From an optimization exercise on the open Yosys and OpenROAD flow, aimed at small area; shortcuts taken in it are not production practice. No functional check of the RTL was part of any run shown here. Power and IR drop assume default switching activity.

`design/flow/constraint.sdc`:
```
create_clock -name core_clock -period 12.0 [get_ports {clk}]
set_input_delay 2.4000 -clock core_clock [delete_from_list [all_inputs] [get_ports {clk}]]
set_output_delay 2.4000 -clock core_clock [all_outputs]
set_load 0.01 [all_outputs]
```
`design/flow/run.sh`:
```
#!/bin/bash
# synth_recipe.tcl (not shown) runs the flow's synth.tcl, then flattens the netlist and writes it again
# the make line also repeats each setting of config.mk as NAME=value (left out here)
make -C /OpenROAD-flow-scripts/flow DESIGN_CONFIG=/design/flow/config.mk WORK_HOME=/design/flow/orfs CLKGATE_MAP_FILE= SYNTH_SCRIPT=/design/flow/synth_recipe.tcl finish
```
`design/flow/design.v`:
```
module rf_cell(en, en_n, w, q, d);
input en, en_n, w, q;
output d;
assign d = ~((q | en) & (w | en_n));
endmodule
module rf_aoi3(s0, d0, s1, d1, s2, d2, y);
input s0, d0, s1, d1, s2, d2;
output y;
assign y = ~((s0 & d0) | (s1 & d1) | (s2 & d2));
endmodule
module rf_or11(n, x, y);
input [10:0] n;
input x;
output y;
assign y = (~&n) ^ x;
endmodule
module rf_dec(we, wa, ra1, ra2, vld, wsel, sel1, sel2, any1, any2);
input we;
input [4:0] wa, ra1, ra2;
input [31:0] vld;
output [31:0] wsel, sel1, sel2;
output any1, any2;
wire [3:0] wl, l1, l2;
wire [7:0] wh, h1, h2;
predec2 pw(.a(wa[1:0]), .e(we), .y(wl));
predec2 p1(.a(ra1[1:0]), .e(1'b1), .y(l1));
predec2 p2(.a(ra2[1:0]), .e(1'b1), .y(l2));
predec3 qw(.a(wa[4:2]), .y(wh));
predec3 q1(.a(ra1[4:2]), .y(h1));
predec3 q2(.a(ra2[4:2]), .y(h2));
genvar i;
generate
for (i = 0; i < 32; i = i + 1) begin : w
  assign wsel[i] = wl[i % 4] & wh[i / 4];
  assign sel1[i] = l1[i % 4] & h1[i / 4] & vld[i];
  assign sel2[i] = l2[i % 4] & h2[i / 4] & vld[i];
end
endgenerate
assign any1 = |sel1;
assign any2 = |sel2;
endmodule
module predec2(a, e, y);
input [1:0] a;
input e;
output [3:0] y;
assign y = e ? (4'd1 << a) : 4'd0;
endmodule
module predec3(a, y);
input [2:0] a;
output [7:0] y;
assign y = 8'd1 << a;
endmodule
module alu(op, funct, shamt, simm, pc, rd1, rd2, res, sum, eq);
input [5:0] op, funct;
input [4:0] shamt;
input [15:0] simm;
input [29:0] pc;
input [31:0] rd1, rd2;
output [31:0] res, sum;
output eq;
wire immop  = op[5] | op[3];
wire is_beq = ~op[5] & ~op[3] & op[2];
wire rtype  = ~op[5] & ~op[3] & ~op[2];
wire [31:0] a = is_beq ? {2'b00, pc} : rd1;
wire [31:0] b = (op[5] | op[3] | op[2]) ? {{16{simm[15]}}, simm} : rd2;
wire sub = rtype & funct[1];
assign sum = a + (b ^ {32{sub}}) + {31'd0, sub | is_beq};
wire [31:0] shl = b << shamt;
wire do_shift = ~immop & ~funct[5];
wire do_logic = (~immop & funct[2]) | (op[3] & op[2]);
wire [31:0] logic_r = (funct[0] | op[3]) ? (a | b) : (a & b);
assign res = do_shift ? shl : do_logic ? logic_r : sum;
assign eq = (rd1 == rd2);
endmodule
module pcnext(pc, target, jt, is_j, taken, npc);
input [29:0] pc, target;
input [25:0] jt;
input is_j, taken;
output [29:0] npc;
wire [29:0] pc4 = pc + 30'd1;
assign npc = is_j ? {pc4[29:26], jt} : taken ? target : pc4;
endmodule
module mips(clk, reset, instr, dmem_rdata, PC_val, WD_val, dmem_addr, dmem_wdata, dmem_we, dmem_re);
input clk;
input reset;
input [31:0] instr;
input [31:0] dmem_rdata;
output [31:0] PC_val;
output [31:0] WD_val;
output [31:0] dmem_addr;
output [31:0] dmem_wdata;
output dmem_we;
output dmem_re;
wire [5:0] op = instr[31:26];
wire [5:0] funct = instr[5:0];
wire [4:0] rs = instr[25:21];
wire [4:0] rt = instr[20:16];
wire [4:0] rd_f = instr[15:11];
wire immop  = op[5] | op[3];               
wire is_lw  = op[5] & ~op[3];
wire is_sw  = op[5] & op[3];
wire is_beq = ~op[5] & ~op[3] & op[2];
wire is_j   = ~op[5] & op[1];
wire reg_write = ~(is_sw | is_beq | is_j);
wire [4:0] wa = immop ? rt : rd_f;
wire [31:0] wd;
reg ph;
always @(posedge clk)
  ph <= ~ph;
wire [31:0] wsel, sel1, sel2;
wire [31:0] vld;
wire any1, any2;
rf_dec dec(.we(reg_write), .wa(wa), .ra1(rs), .ra2(rt), .vld(vld),
           .wsel(wsel), .sel1(sel1), .sel2(sel2), .any1(any1), .any2(any2));
wire [31:0] wx = wd ^ {32{ph}};
wire [31:0] q [0:31];
assign q[0] = 32'd0;
assign vld[0] = 1'b0;
genvar i, j;
generate
for (i = 1; i < 32; i = i + 1) begin : regs
  reg [31:0] r;
  reg v;
  wire [31:0] d;
  wire en = wsel[i];
  wire en_n = ~wsel[i];
  for (j = 0; j < 32; j = j + 1) begin : b
    rf_cell c(.en(en), .en_n(en_n), .w(wx[j]), .q(r[j]), .d(d[j]));
  end
  always @(posedge clk)
    r <= d;
  always @(posedge clk or negedge reset)
    if (!reset) v <= 1'b0;
    else if (en) v <= 1'b1;
  assign q[i] = r;
  assign vld[i] = v;
end
endgenerate
wire [31:0] rx1, rx2;
generate
for (j = 0; j < 32; j = j + 1) begin : rdb
  wire [10:0] n1, n2;
  for (i = 0; i < 10; i = i + 1) begin : g
    rf_aoi3 a1(.s0(sel1[3*i+1]), .d0(q[3*i+1][j]), .s1(sel1[3*i+2]), .d1(q[3*i+2][j]),
               .s2(sel1[3*i+3]), .d2(q[3*i+3][j]), .y(n1[i]));
    rf_aoi3 a2(.s0(sel2[3*i+1]), .d0(q[3*i+1][j]), .s1(sel2[3*i+2]), .d1(q[3*i+2][j]),
               .s2(sel2[3*i+3]), .d2(q[3*i+3][j]), .y(n2[i]));
  end
  assign n1[10] = ~(sel1[31] & q[31][j]);
  assign n2[10] = ~(sel2[31] & q[31][j]);
  rf_or11 o1(.n(n1), .x(ph & any1), .y(rx1[j]));
  rf_or11 o2(.n(n2), .x(ph & any2), .y(rx2[j]));
end
endgenerate
wire [31:0] rd1 = rx1;
wire [31:0] rd2 = rx2;
reg [29:0] pc;
wire [31:0] res, sum;
wire eq;
alu u(.op(op), .funct(funct), .shamt(instr[10:6]), .simm(instr[15:0]), .pc(pc),
      .rd1(rd1), .rd2(rd2), .res(res), .sum(sum), .eq(eq));
assign wd = is_lw ? dmem_rdata : res;
assign WD_val = wd;
assign dmem_addr = res;
assign dmem_wdata = rd2;
assign dmem_we = is_sw;
assign dmem_re = is_lw;
wire [29:0] npc;
pcnext pn(.pc(pc), .target(sum[29:0]), .jt(instr[25:0]), .is_j(is_j), .taken(is_beq & eq), .npc(npc));
always @(posedge clk or negedge reset)
  if (!reset) pc <= 30'd0;
  else pc <= npc;
assign PC_val = {pc, 2'b00};
endmodule
```
`design/flow/config.mk`:
```
export PLATFORM = sky130hd
export DESIGN_NAME = mips
export DESIGN_NICKNAME = mips
export VERILOG_FILES = /design/flow/design.v
export SDC_FILE = /design/flow/constraint.sdc
export NUM_CORES = 4
export LEC_CHECK = 0
export CAP_MARGIN = 20
export CORE_MARGIN = 2
export CORE_UTILIZATION = 40
export CTS_BUF_LIST = sky130_fd_sc_hd__clkbuf_4 sky130_fd_sc_hd__clkbuf_8
export GPL_TIMING_DRIVEN = 0
export SETUP_SLACK_MARGIN = 0
export SLEW_MARGIN = 20
export SYNTH_HIERARCHICAL = 1
```
==> results of run 1 <==
[worst max-delay path by stage]
stage	to	from	slack, ns	depth (start not counted)
finish	WD_val[18]	instr[16]	-0.06	22
global route	WD_val[18]	instr[16]	-0.007	23
CTS	WD_val[18]	instr[17]	0.01	22
detailed placement	WD_val[20]	instr[19]	-1.38	23
global placement	WD_val[21]	instr[23]	-3.04	20
floorplan	WD_val[27]	instr[24]	1.32	18
[worst reg2reg max path: stages, from the launching register on]
cell       delay, ns
dfrtp_1         0.52
and3_4          0.38
or3_1           0.48
a2111oi_2       0.36
nand3_1         0.29
and2_2          0.38
buf_12          0.22
xnor2_1         0.42
clkbuf_1        0.48
xnor2_1         0.18
a21oi_1         0.09
ha_1            0.40
a21oi_1         0.26
o21ai_0         0.18
a221o_1         0.37
a22o_1          0.25
a22oi_1         0.25
a21oi_1         0.17
xnor2_1         0.16
a211o_1         0.33
mux2_2          0.33
xnor2_2         0.61
buf_6           0.28
o22ai_1         0.10
[flip-flops by register name, indices dropped and copies added, names as in the netlist]
signal	cells
regs.r	992
regs.v	31
pc	30
ph	1
[report_power, final]
| part | switching, mW | total (mW) | internal, mW |
|---|---|---|---|
| Sequential | 1.20 | 6.21 | 5.01 |
| Clock | 1.58 | 3.47 | 1.90 |
| Combinational | 2.09 | 3.87 | 1.78 |
| Total | 4.87 | 13.5 | 8.68 |
[cell type report]
| cell class | count | area [um^2] |
|---|---|---|
| Antenna cell | 3 | 7.51 |
| Buffer | 104 | 541 |
| Clock buffer | 278 | 3480 |
| Clock inverter | 31 | 324 |
| Fill cell | 10500 | 57000 |
| Inverter | 48 | 180 |
| Multi-Input combinational cell | 3250 | 25300 |
| Sequential cell | 1054 | 21400 |
| Tap cell | 1524 | 1910 |
| Timing Repair Buffer | 359 | 5610 |
[what timing repair did]
item / in CTS / in global routing
setup buffers: 0 / 11
endpoints found under the hold margin: 0 / 0
setup endpoints to repair: 53 / 27
cloned: 0 / 4
gates resized for setup: 61 / 49
pin swaps: 4 / 21
[through the flow]
step | setup TNS [ns] | instance area, um^2 | power, mW
global route | -0.00667 | 58700 | 14.0
global placement | -1454.62 | 50400 | 9.37
CTS | 0 | 58500 | 13.3
floorplan | 0 | 46600 | 8.04
detailed placement | -40.58 | 54500 | 9.87
finish | -0.126 | 58700 | 13.5
[cells in the final DEF (no fill, tap or decap), types with 18 or more instances in the layout]
master / count
inv_2: 33
a21oi_1: 101
nand2_1: 160
nor3_2: 59
a222oi_1: 645
clkdlybuf4s50_1: 180
mux2i_1: 48
and3_2: 51
and3_4: 19
clkbuf_4: 56
buf_12: 83
dfxtp_1: 993
nor2_1: 98
mux2_4: 29
xnor2_1: 112
o22ai_1: 1013
buf_16: 72
a22oi_1: 31
mux2_2: 46
xor2_1: 51
dfrtp_1: 61
ha_1: 31
clkbuf_1: 62
or2_2: 33
nand3_1: 101
clkbuf_8: 223
and2_2: 34
a21o_1: 18
nand4_1: 140
o21ai_0: 72
xnor2_4: 31
[metal layers]
metal  wire length [um]  part of all wire, %
met5                322                 0.13
met4              19100                  7.8
met3              36000                   15
met2             102000                   42
met1              87000                   36
==> summary.txt, run 1 <==
Drt
  – Detailed Routing Iterations Pass 1: 14
  – Wire per inst: 36.7 um
  – Via count: 50,400
  – Starting DRT DRC Count: 11,300
  – DRC: 0
  – Final WL: 244 mm
  – Vias per std cell: 7.58
  – Antenna-violating nets left: 0

CTS
  – CTS tree: built
  – Sink Count: 1,054
  – H-tree Lvls: 4
  – Clock insertion delay at the later pin of the skew report: 0.94 ns
  – Root buffer cell: clkbuf_8
  – Post-CTS Hold Buffers: 0
  – Maximum clock path buffer count: 3
  – Clock transition at path regs: 0.06 ns
  – CTS buffer count: 174

Placed design
  – GPL Wtd Cong: 1.09
  – Detailed Place HPWL: 164 mm
  – Setup Slack @ Placement: -1.38 ns
  – Port Buffer Count: 191
  – Placed Cells: 6,325

Setup path
  – R2r setup slk: 4.30 ns
  – Crit end category: output port
  – CP Max Fanout: 21
  – WP data required: 9.60 ns
  – Cell family with most CP delay: simple AND/OR/NAND/NOR gates
  – Critical path buffer and inverter count: 4
  – Max stage delay on crit path: 0.55 ns
  – Crit path DAT: 9.66 ns
  – Startpoint types: input port
  – R2r startpoint: regs[29].v
  – CP max stage cell: nand4_1
  – Worst Setup Path Type: in -> out
  – Reg2reg end: regs[2].r[31]
  – Critical path cell sequence: clkdlybuf4s18_2, nor3b_4, clkbuf_1, and3_2, buf_12, a222oi_1, nand4_1, nor3_4, xnor2_2, xnor2_1, a21oi_1, ha_1, nand2_1, or3_1, nor3b_1, o41ai_2, xor2_1, nor2_1, a311o_1, o221ai_1, mux2_4, clkdlybuf4s50_1
  – R2R cell count: 23

GRT
  – Largest net degree at the start of global routing: 34
  – Gr busiest metal: met2
  – Met1 GRT Util: 47.0%
  – GRT overflow: 0
  – Vias in the first global route: 47,500
  – Met2 usage: 56.2%
  – First-pass GRT wire length: 339 mm
  – Initial antenna violation count: 11
  – Total track usage: 38.5%
  – Met3 usage: 13.8%

Timing
  – Period utilization: 101%
  – Final hold vios: 0
  – Clock Skews: 0.0766 ns
  – Slew Limit Fails: 0
  – Tmin final: 12.06 ns
  – Worst Tran Pin Value: 1.26 ns
  – Slew Limit Headroom: 15.1%
  – Peak Freq: 0.0829 GHz
  – Worst Slack Setup Final: -0.0647 ns
  – Hold Slack: 0.467 ns
  – Setup-failing EPs final: 3

Floorplanning
  – Total I/O pin count: 196
  – Starting Density: 40.2%
  – Die extent in y: 345 um
  – Full die area: 119,000 um^2
  – Row cnt: 125
  – Die extent in x: 345 um
  – CORE AREA: 116,000 um^2

Power and ir drop
  – PwrDens: 231 nW/um^2
  – Leak Pwr: 21.5 nW
  – Peak supply drop: 0.000118 V

Hold path
  – Hold path depth: 1
  – Worst hold start: regs[29].r[20]
  – Worst min path class: reg -> reg
  – Hold EP: regs[29].r[20]

Synth
  – Synth Area per Inst: 10.5 um^2
  – Post-Syn Area: 46,500 um^2
  – Yosys warns: 7
  – Syn Inst Count: 4,443

Job
  – Max-cap check violation count: 0

Run status
  – Status: finished with violations
  – Layout check failures: negative setup slack

Finish
  – Fin nets: 5,090
  – Layout Utilization: 50.7%
  – Layout Cells excl Fill: 6,651
  – Share of cells above drive strength 1: 18.3%
  – Syn-to-layout area delta: 26.2%
==> run 2, diff against run 1 <==
==> design/flow/flow/run.sh (new file) <==
#!/bin/bash
# Standard layout, with small port buffers and no CTS dummy loads.
set -euo pipefail
cat >> config.mk <<'EOC'
export BUFFER_PORTS_ARGS = -buffer_cell sky130_fd_sc_hd__buf_2
export CTS_ARGS = -sink_clustering_enable -repair_clock_nets -dont_use_dummy_load -buf_list {sky130_fd_sc_hd__clkbuf_4 sky130_fd_sc_hd__clkbuf_8}
EOC
bash standard.sh > standard.log 2>&1
==> design/flow/standard.sh (new file) <==
#!/bin/bash
# synth_recipe.tcl (not shown) runs the flow's synth.tcl, then flattens the netlist and writes it again
# the make line also repeats each setting of config.mk as NAME=value (left out here)
make -C /OpenROAD-flow-scripts/flow DESIGN_CONFIG=/design/flow/config.mk WORK_HOME=/design/flow/orfs CLKGATE_MAP_FILE= SYNTH_SCRIPT=/design/flow/synth_recipe.tcl "${@:-finish}"
--- a/design/flow/config.mk
+++ b/design/flow/config.mk
@@ -15 +15,3 @@
 export SYNTH_HIERARCHICAL = 1
+export BUFFER_PORTS_ARGS = -buffer_cell sky130_fd_sc_hd__buf_2
+export CTS_ARGS = -sink_clustering_enable -repair_clock_nets -dont_use_dummy_load -buf_list {sky130_fd_sc_hd__clkbuf_4 sky130_fd_sc_hd__clkbuf_8}
removed: design/flow/run.sh
==> run 2 against run 1 <==
Compared with the run above:
- the layout still fails its checks (negative setup slack)
- combinational power down 4%
- power down 7.5%
- sequential power about the same
- via count down 1.0%
- sequential share of layout area up 1.7 points
==> summary.txt, run 2 <==
Finish
  – Biggest register: regs.r
  – Share of cells above drive strength 1: 19.1% (+0.83 points)
  – Max reg flops: 992 (unchanged)
  – Seq. cell area: 21,400 um^2 (unchanged)
  – Multi-input gate area: 25,100 um^2 (-0.78%)
  – Commonest non-fill, non-tap cells in the layout: o22ai_1, dfxtp_1, a222oi_1
  – Commonest non-fill, non-tap cell in the layout: o22ai_1
  – Layout Cells excl Fill: 6,496 (-2.3%)
  – Syn-to-layout area delta: 20.5%
  – Largest registers: regs.r x992, regs.v x31, pc x30
  – Fin nets: 5,071 (-0.37%)
  – Fill cells: 10,800 (+2.7%)

Timing
  – Final hold vios: 0 (unchanged)
  – Worst Slack Setup Final: -0.0193 ns (+0.0454 ns)
  – RSZ-0062 raised after global routing: no
  – Peak Freq: 0.0832 GHz (+0.38%)
  – Slew Limit Headroom: 18.1% (+3.0 points)
  – Period utilization: 100% (-0.38 points)
  – Slew Limit Fails: 0 (unchanged)
  – Setup-failing EPs final: 2 (-1)
  – Tmin final: 12.02 ns (-0.0454 ns)
  – Worst Tran Pin Value: 1.22 ns (-0.0454 ns)
  – Clock Skews: 0.147 ns (+0.0705 ns)

Setup path
  – Startpoint types: input port
  – Cell family with most CP delay: simple AND/OR/NAND/NOR gates
  – Crit end category: output port
  – Crit path DAT: 9.62 ns (-0.04 ns)
  – Critical path buffer and inverter count: 4 (unchanged)
  – Worst Setup Path Type: in -> out
  – Number of cells on the critical path: 22 (unchanged)
  – Critical path cell sequence: buf_2, and3_2, clkbuf_1, and3_2, buf_16, a222oi_1, nand4_1, nor3_2, xnor2_2, xnor2_1, a21oi_1, ha_1, a211oi_1, o21ai_1, a31oi_2, o311ai_4, a21oi_1, nor2_1, mux2i_1, or4_1, mux2_4, buf_2
  – Max stage delay on crit path: 0.65 ns (+0.10 ns)
  – CP Max Fanout: 19 (-9.5%)
  – WP data required: 9.60 ns (about the same)
  – CP max stage cell: or4_1
  – R2R cell count: 22 (-4.3%)

Power and ir drop
  – Pint: 7.92 mW (-8.8%)
  – Reg power frac: 49.4% (+3.6 points)
  – Clock power share: 20.8% (-4.8 points)
  – Combinational fraction of design power: 29.8% (+1.2 points)
  – Leak Pwr: 20.7 nW (-3.9%)
  – Switching share of power: 36.8% (+0.91 points)
  – Net Switching: 4.61 mW (-5.1%)
  – Peak supply drop: 0.000114 V (-3.3%)
  – PwrDens: 224 nW/um^2 (-3.1%)

Drt
  – Via count: 49,900 (-1.0%)
  – Antenna-violating nets left: 0 (unchanged)
  – Starting DRT DRC Count: 11,100 (-2.1%)
  – Detailed Routing Iterations Pass 1: 22 (+8)
  – Final WL: 242 mm (-0.73%)
  – Wire per inst: 37.3 um (+1.6%)
  – Vias per std cell: 7.68 (+1.3%)
  – DRC: 0 (unchanged)

CTS
  – H-tree Lvls: 4 (unchanged)
  – Maximum clock path buffer count: 3 (unchanged)
  – Clock insertion delay at the later pin of the skew report: 0.94 ns (about the same)
  – Post-CTS Hold Buffers: 0 (unchanged)
  – Clock transition at path regs: 0.06 ns (about the same)
  – Sink Count: 1,054 (unchanged)
  – CTS tree: built
  – Post-CTS setup buffer count: 0 (unchanged)
  – CTS buffer count: 173 (-0.57%)
  – Root buffer cell: clkbuf_8

Hold path
  – Worst min path class: reg -> reg
  – Hold path depth: 1 (unchanged)

Job
  – Max-cap check violation count: 0 (unchanged)

GRT
  – Largest net degree at the start of global routing: 34 (unchanged)
  – Total track usage: 38.5% (about the same)
  – GRT overflow: 0 (unchanged)
  – Vias in the first global route: 47,100 (-0.93%)
  – Initial antenna violation count: 6 (-5)
  – First-pass GRT wire length: 339 mm (about the same)

Run status
  – Status: finished with violations
  – Layout check failures: negative setup slack

Placed design
  – Port Buffer Count: 191 (unchanged)
  – Setup Slack @ Placement: -0.306 ns (+1.08 ns)
  – GPL Wtd Cong: 1.06 (-2.7%)
  – Detailed Place HPWL: 165 mm (+0.72%)
  – Placed Cells: 6,321 (-0.063%)

Synth
  – Syn Inst Count: 4,443 (unchanged)
  – Synth Area per Inst: 10.5 um^2 (unchanged)
  – Yosys warns: 7 (unchanged)
  – Post-Syn Area: 46,500 um^2 (unchanged)

Floorplanning
  – Full die area: 119,000 um^2 (unchanged)
  – Starting Density: 40.2% (unchanged)
  – CORE AREA: 116,000 um^2 (unchanged)
  – Die extent in x: 345 um (unchanged)
  – Row cnt: 125 (unchanged)
  – Die extent in y: 345 um (unchanged)
  – Total I/O pin count: 196 (unchanged)
[run 2: cell count changes in the layout (fill, tap and decap cells not counted), sizes merged]
cell           before  now
and3               82   78
buf               207  380
bufinv              2    0
clkbuf            349  242
clkdlybuf4s15       4    0
clkdlybuf4s18       1    0
clkdlybuf4s50     180    0
clkinv             17    0
clkinvlp            3    0
diode               3    2
inv                57   48
[run 2: metal layers]
layer / global-route usage [%] / vias to the layer above / wire, um
met5: 0.600 / - / 69
met4: 27.8 / 6 / 19100
met3: 13.0 / 923 / 35700
met2: 55.9 / 4349 / 101000
met1: 47.4 / 24200 / 86100
li1: - / 20400 / -
[run 2: worst register-to-register path, delay by kind of cell, from the launching register on]
family	cells	cell delay (ns)
AND/OR/NAND/NOR	6	2.26
AO/OA/AOI/OAI	6	1.71
XOR/XNOR	4	1.68
buffers and inverters	4	0.73
flip-flops	1	0.42
multiplexers	1	0.38
adder cells (fa/ha/maj)	1	0.30
[run 2: repair_timing]
action                                  in CTS  in global routing
endpoints found under the setup margin       7                 13
endpoints found under the hold margin        0                  0
cloned                                       0                  0
resized for setup                            8                 20
[run 2: final cells by class]
type | count | share of cell area [%]
flip-flops and latches | 1054 | 38.2
clock buffers | 173 | 4.25
well taps | 1524 | 3.40
diodes | 2 | 0.00893
plain buffers | 105 | 0.960
repair buffers | 344 | 8.15
inverters | 48 | 0.321
multi-input cells | 3246 | 44.7
[run 2: stage by stage]
| stage | power (mW) | utilization, % | TNS, ns | area [um^2] | hold slack (ns) |
|---|---|---|---|---|---|
| finish | 12.5 | 48.4 | -0.0293 | 56100 | 0.466 |
| global route | 13.0 | 48.4 | 0 | 56100 | 0.475 |
| CTS | 12.3 | 48.3 | 0 | 55900 | 0.467 |
| detailed placement | 9.75 | 46.2 | -0.558 | 53500 | 0.459 |
| global placement | 9.24 | 42.7 | -954.21 | 49400 | 0.449 |
| floorplan | 8.04 | - | 0 | 46600 | 0.442 |
[run 2: final timing paths]
path,startpoint,slack [ns],endpoint
worst max-delay path,instr[17],-0.02,WD_val[27]
worst min-delay path,regs[2].r[1],0.47,regs[2].r[1]
worst max register to register,regs[29].v,4.31,regs[7].r[17]
worst min register to register,regs[2].r[1],0.47,regs[2].r[1]
max in group asynchronous,reset,9.86,regs[2].v
min in group asynchronous,reset,1.49,pc[27]
[run 2: power groups by stage]
stage,clock network (mW),logic (mW),registers [mW]
4_1_cts,2.61,3.58,6.12
3_5_place_dp,0,3.57,6.18
5_1_grt,2.75,3.87,6.35
2_1_floorplan,0,2.14,5.90
3_3_place_gp,0,3.13,6.11
6_report,2.61,3.73,6.20

-- port drivers added, routing unchanged --
How much do the figures lean on ideal ports? The routed layouts below were timed once more, with nothing changed but the port constraints.
Step 1 (the two cells are an assumption about what drives the block):
set clk [get_ports {clk}]
set_driving_cell -lib_cell sky130_fd_sc_hd__clkbuf_16 $clk
set_driving_cell -lib_cell sky130_fd_sc_hd__buf_2 [delete_from_list [all_inputs] $clk]
Step 2 also shifts input and output timing later by t, the mid clock arrival at the registers, as if the neighbouring blocks saw the same clock.
a / b / c = ideal / step 1 / step 2; a / b = the first two.
run	t (ns)	setup WS [ns]	slew at the worst register clock pin (ns)	pins driven straight from the clock port
run 1	0.966	-0.065 / -0.093 / -0.093	0.07 / 0.07	1
run 2	0.932	-0.019 / -0.047 / -0.047	0.07 / 0.07	1
